What follows belongs to an exercise in optimizing a design on an open flow for small area, a short achievable clock period and few clock cycles per item; a production flow would make more cautious choices. Function was checked by simulation only, so behaviour that the tests miss may differ from the original.

==> inputs of cedar <==
==> flow/design.v (excerpt) <==
module top ( x0_node0, x1_node0, x2_node0, x3_node0,
x0_node1, x1_node1, x2_node1, x3_node1,
x0_node2, x1_node2, x2_node2, x3_node2,
x0_node3, x1_node3, x2_node3, x3_node3,
w04, w14, w24, w34,
w05, w15, w25, w35,
w06, w16, w26, w36,
w07, w17, w27, w37,
w48, w58, w68, w78,
w49, w59, w69, w79,
out0_node0, out1_node0,
out0_node1, out1_node1,
out0_node2, out1_node2,
out0_node3, out1_node3,
in_ready,
out10_ready_node0, out11_ready_node0,
out10_ready_node1, out11_ready_node1,
out10_ready_node2, out11_ready_node2,
out10_ready_node3, out11_ready_node3,
clk);
==> flow/config.mk <==
export PLATFORM = sky130hd
export DESIGN_NAME = top
export DESIGN_NICKNAME = top
export VERILOG_FILES = /design/flow/design.v
export SDC_FILE = /design/flow/constraint.sdc
export NUM_CORES = 4
export LEC_CHECK = 0
export CAP_MARGIN = 20
export CORE_MARGIN = 2
export CORE_UTILIZATION = 45
export PLACE_DENSITY = 0.6
export SETUP_SLACK_MARGIN = 3.5
export SLEW_MARGIN = 20
export SYNTH_HIERARCHICAL = 1
export SYNTH_MINIMUM_KEEP_SIZE = 0
export TNS_END_PERCENT = 20
==> flow/constraint.sdc <==
create_clock -name core_clock -period 15.0 [get_ports {clk}]
set_input_delay 3.0000 -clock core_clock [delete_from_list [all_inputs] [get_ports {clk}]]
set_output_delay 3.0000 -clock core_clock [all_outputs]
set_load 0.01 [all_outputs]
standard.sh (not shown) runs the stock make flow with config.mk's settings and CLKGATE_MAP_FILE= SYNTH_SCRIPT=/design/flow/synth_recipe.tcl, a recipe that flattens the netlist after the stock synthesis.
==> flow/flow/run.sh <==
#!/bin/bash
# The standard layout (the standard.sh, standard synthesis unchanged), with the port
# buffers that placement inserts made plain buf_4 cells instead of the default
# delay buffer (clkdlybuf4s50_1). Every port still gets its own buffer.
set -euo pipefail
bash standard.sh 'BUFFER_PORTS_ARGS=-buffer_cell sky130_fd_sc_hd__buf_4' finish > make_finish.log 2>&1
==> inputs of delta, as changes to cedar <==
--- a/flow/config.mk
+++ b/flow/config.mk
@@ -10,7 +10,6 @@
 export CORE_UTILIZATION = 45
 export PLACE_DENSITY = 0.6
-export SETUP_SLACK_MARGIN = 3.5
+export SETUP_SLACK_MARGIN = 3.75
 export SLEW_MARGIN = 20
 export SYNTH_HIERARCHICAL = 1
 export SYNTH_MINIMUM_KEEP_SIZE = 0
-export TNS_END_PERCENT = 20
==> inputs of zinc, as changes to cedar <==
--- a/flow/config.mk
+++ b/flow/config.mk
@@ -14,3 +14,2 @@
 export SYNTH_HIERARCHICAL = 1
 export SYNTH_MINIMUM_KEEP_SIZE = 0
-export TNS_END_PERCENT = 20
==> comparison table <==
item	cedar	delta	zinc
Flip-flop and latch share of the layout cell area	5.61%	5.50%	5.60%
Combined area of the multi-input logic cells	103000 um2	103000 um2	103000 um2
DRT Pass-1 Iters	6	7	6
Met3 GRT Util	10.7%	10.9%	10.6%
RSZ-0062 raised after global routing	true	true	false
DR vias	80816	81888	80699
Met2 Use GR	50.4%	50.6%	50.5%
DRT Wirelength	433000 um	448000 um	433000 um
Worst setup endpoint	out1_node0[19]	out0_node2[18]	out0_node2[18]
Number of antenna violations at the first check in global routing	30	31	31
Status	no timing/DRC/antenna violations	no timing/DRC/antenna violations	no timing/DRC/antenna violations
Number of nets at the end of the flow	14548	14684	14567
Vias in the first global route	92491	93084	92496
Fraction of cell area in non-clock buffers	5.76%	7.25%	5.92%
DR WL met2	188000 um	192000 um	188000 um
Shortest clock period the worst path allows after layout	11.38 ns	11.16 ns	11.35 ns
CP Depth	20	21	21
Detailed-routed wire length on met3	56500 um	61000 um	56300 um
Number of post-CTS setup repair buffers	149	265	153
Count of cells resized by post-cts repair	65	128	65
Clock buf/inv share	0.685%	0.672%	0.684%
Testbench counts of cedar, summed over its fixed seeds: cycles 4,800, items 4,800.
Testbench counts of delta, summed over its fixed seeds: cycles 4,800, items 4,800.
Testbench counts of zinc, summed over its fixed seeds: cycles 4,800, items 4,800.


==> inputs of trial 84 <==
Another version of the RTL of top (not shown whole).
Settings: LEC_CHECK=0, CAP_MARGIN=20, CORE_MARGIN=2, CORE_UTILIZATION=60, PLACE_DENSITY=0.7, SETUP_SLACK_MARGIN=3.5, SLEW_MARGIN=20, SYNTH_HIERARCHICAL=1, SYNTH_MINIMUM_KEEP_SIZE=0; clock period 15.0 ns.
Scripts as last shown in full above: flow/flow/run.sh
==> inputs of build 94, as changes to trial 84 <==
==> flow/run.sh (new file) <==
#!/bin/bash
# synth_recipe.tcl (not shown) runs the flow's synth.tcl, then flattens the netlist and writes it again
# the make line also repeats each setting of config.mk as NAME=value (left out here)
make -C /OpenROAD-flow-scripts/flow DESIGN_CONFIG=/design/flow/config.mk WORK_HOME=/design/flow/orfs CLKGATE_MAP_FILE= SYNTH_SCRIPT=/design/flow/synth_recipe.tcl finish
- CORE_UTILIZATION: 60 -> 45
- PLACE_DENSITY: 0.7 -> 0.6
- SETUP_SLACK_MARGIN: 3.5 -> 4
removed: flow/flow/run.sh
removed: flow/standard.sh
==> inputs of build 26, as changes to trial 84 <==
- CORE_UTILIZATION: 60 -> 45
- PLACE_DENSITY: 0.7 -> 0.6
==> results.txt <==
First-iteration DRC count, highest first: build 94, trial 84, build 26. In synthesized area, build 94 and trial 84 do not differ. Sequential share of layout area, highest first: trial 84, build 26, build 94. Global-route usage, lowest first: build 26, build 94, trial 84. In build 94 the count of clock-buffer cells in the layout is lower than in trial 84, by 5. Worst setup slack, lowest first: trial 84, build 26, build 94. Synthesized cell count is the same in build 26 and trial 84. The highest wire length belongs to build 94, the lowest to trial 84. Via count: trial 84 is higher than build 26 (1.8%). In build 26 the die area is higher than in trial 84, by 33%.
Testbench counts of trial 84, summed over its fixed seeds: cycles 4,800, items 4,800.
Testbench counts of build 94, summed over its fixed seeds: cycles 4,800, items 4,800.
Testbench counts of build 26, summed over its fixed seeds: cycles 4,800, items 4,800.


==> inputs of run X <==
Starting RTL as in the previous note.
clock: 15.0 ns
lec_check: 0
cap_margin: 20
core_margin: 2
core_utilization: 45
place_density: 0.6
setup_slack_margin: 0.5
slew_margin: 20
synth_hierarchical: 1
synth_minimum_keep_size: 0
run.sh (not shown) runs the stock make flow with config.mk's settings and CLKGATE_MAP_FILE= SYNTH_SCRIPT=/design/flow/synth_recipe.tcl, a recipe that flattens the netlist after the stock synthesis.
Stock flow here: none of the scripts above is used.
==> run P: changes against run X <==
- SETUP_SLACK_MARGIN: 0.5 -> 2.5
==> summary of the runs <==
Flip-flop and latch count is the same in run X and run P.
Of run P and run X, run P has the higher global-route usage (gap 0.12 points).
In run X the final area is lower than in run P, by 3.6%.
In run X the wire length is lower than in run P, by about 0.7%.
Of run P and run X, run P has the higher worst setup slack (gap 0.93 ns).
Between run X and run P, the lower maximum frequency is in run X (gap 7.0%, measured against run P).
Synthesized cell count is the same in run P and run X.
==> figures <==
item	run X	run P
Result of the run	no timing/DRC/antenna violations	no timing/DRC/antenna violations
Maximum cell stage delay along the critical path	0.92 ns	0.98 ns
Total routing usage reported by global routing	33.51%	33.63%
Multi-input combinational cell area	98660 um2	98740 um2
Detailed-route vias per instance	5.885	5.877
Buffers and inverters on the worst path	3	1
Maximum net fanout on the critical path	34	10
Utilization after layout	47.74%	49.54%
Sequential fraction of total cell area	5.923%	5.708%
Crit path to	out1_node0[18]	out1_node3[19]
Portion of the layout cell area used by non-clock buffers	4.204%	7.596%
DR WL/cell	31.57 um	31.07 um
Fin worst setup slack	1.746 ns	2.671 ns
Testbench counts of run X, summed over its fixed seeds: cycles 4,800, items 4,800.
Testbench counts of run P, summed over its fixed seeds: cycles 4,800, items 4,800.

==> separate check: timing with driven ports <==
Ports are ideal in the flow. The routed layouts listed here were re-timed in OpenROAD.
Step 1 assumes that a clkbuf_16 drives the clock port and a buf_2 every other input.
Step 2 also shifts input and output timing later by t, the mid clock arrival at the registers, as if the neighbouring blocks saw the same clock.
Three values: no drivers, after step 1, after step 2; two values: the first two.
run | shift t [ns] | setup WS [ns] | worst slew at a driven data input, ns
cedar | 0.724 | 3.619 / 3.526 / 3.140 | 0.14
delta | 0.710 | 3.842 / 3.759 / 3.294 | 0.13
zinc | 0.710 | 3.655 / 3.578 / 3.130 | 0.13
trial 84 | 0.703 | 3.507 / 3.431 / 2.988 | 0.15
build 94 | 0.702 | 3.575 / 3.489 / 3.420 | 0.17
build 26 | 0.718 | 3.528 / 3.453 / 3.082 | 0.17
run X | 0.697 | 1.746 / 1.661 / 2.358 | 0.14
run P | 0.696 | 2.671 / 2.585 / 2.343 | 0.14
After both steps setup and hold are still met in every run listed. The setup slack of delta, which loses most, moves by -0.083 ns with the drivers and by -0.548 ns with both steps.
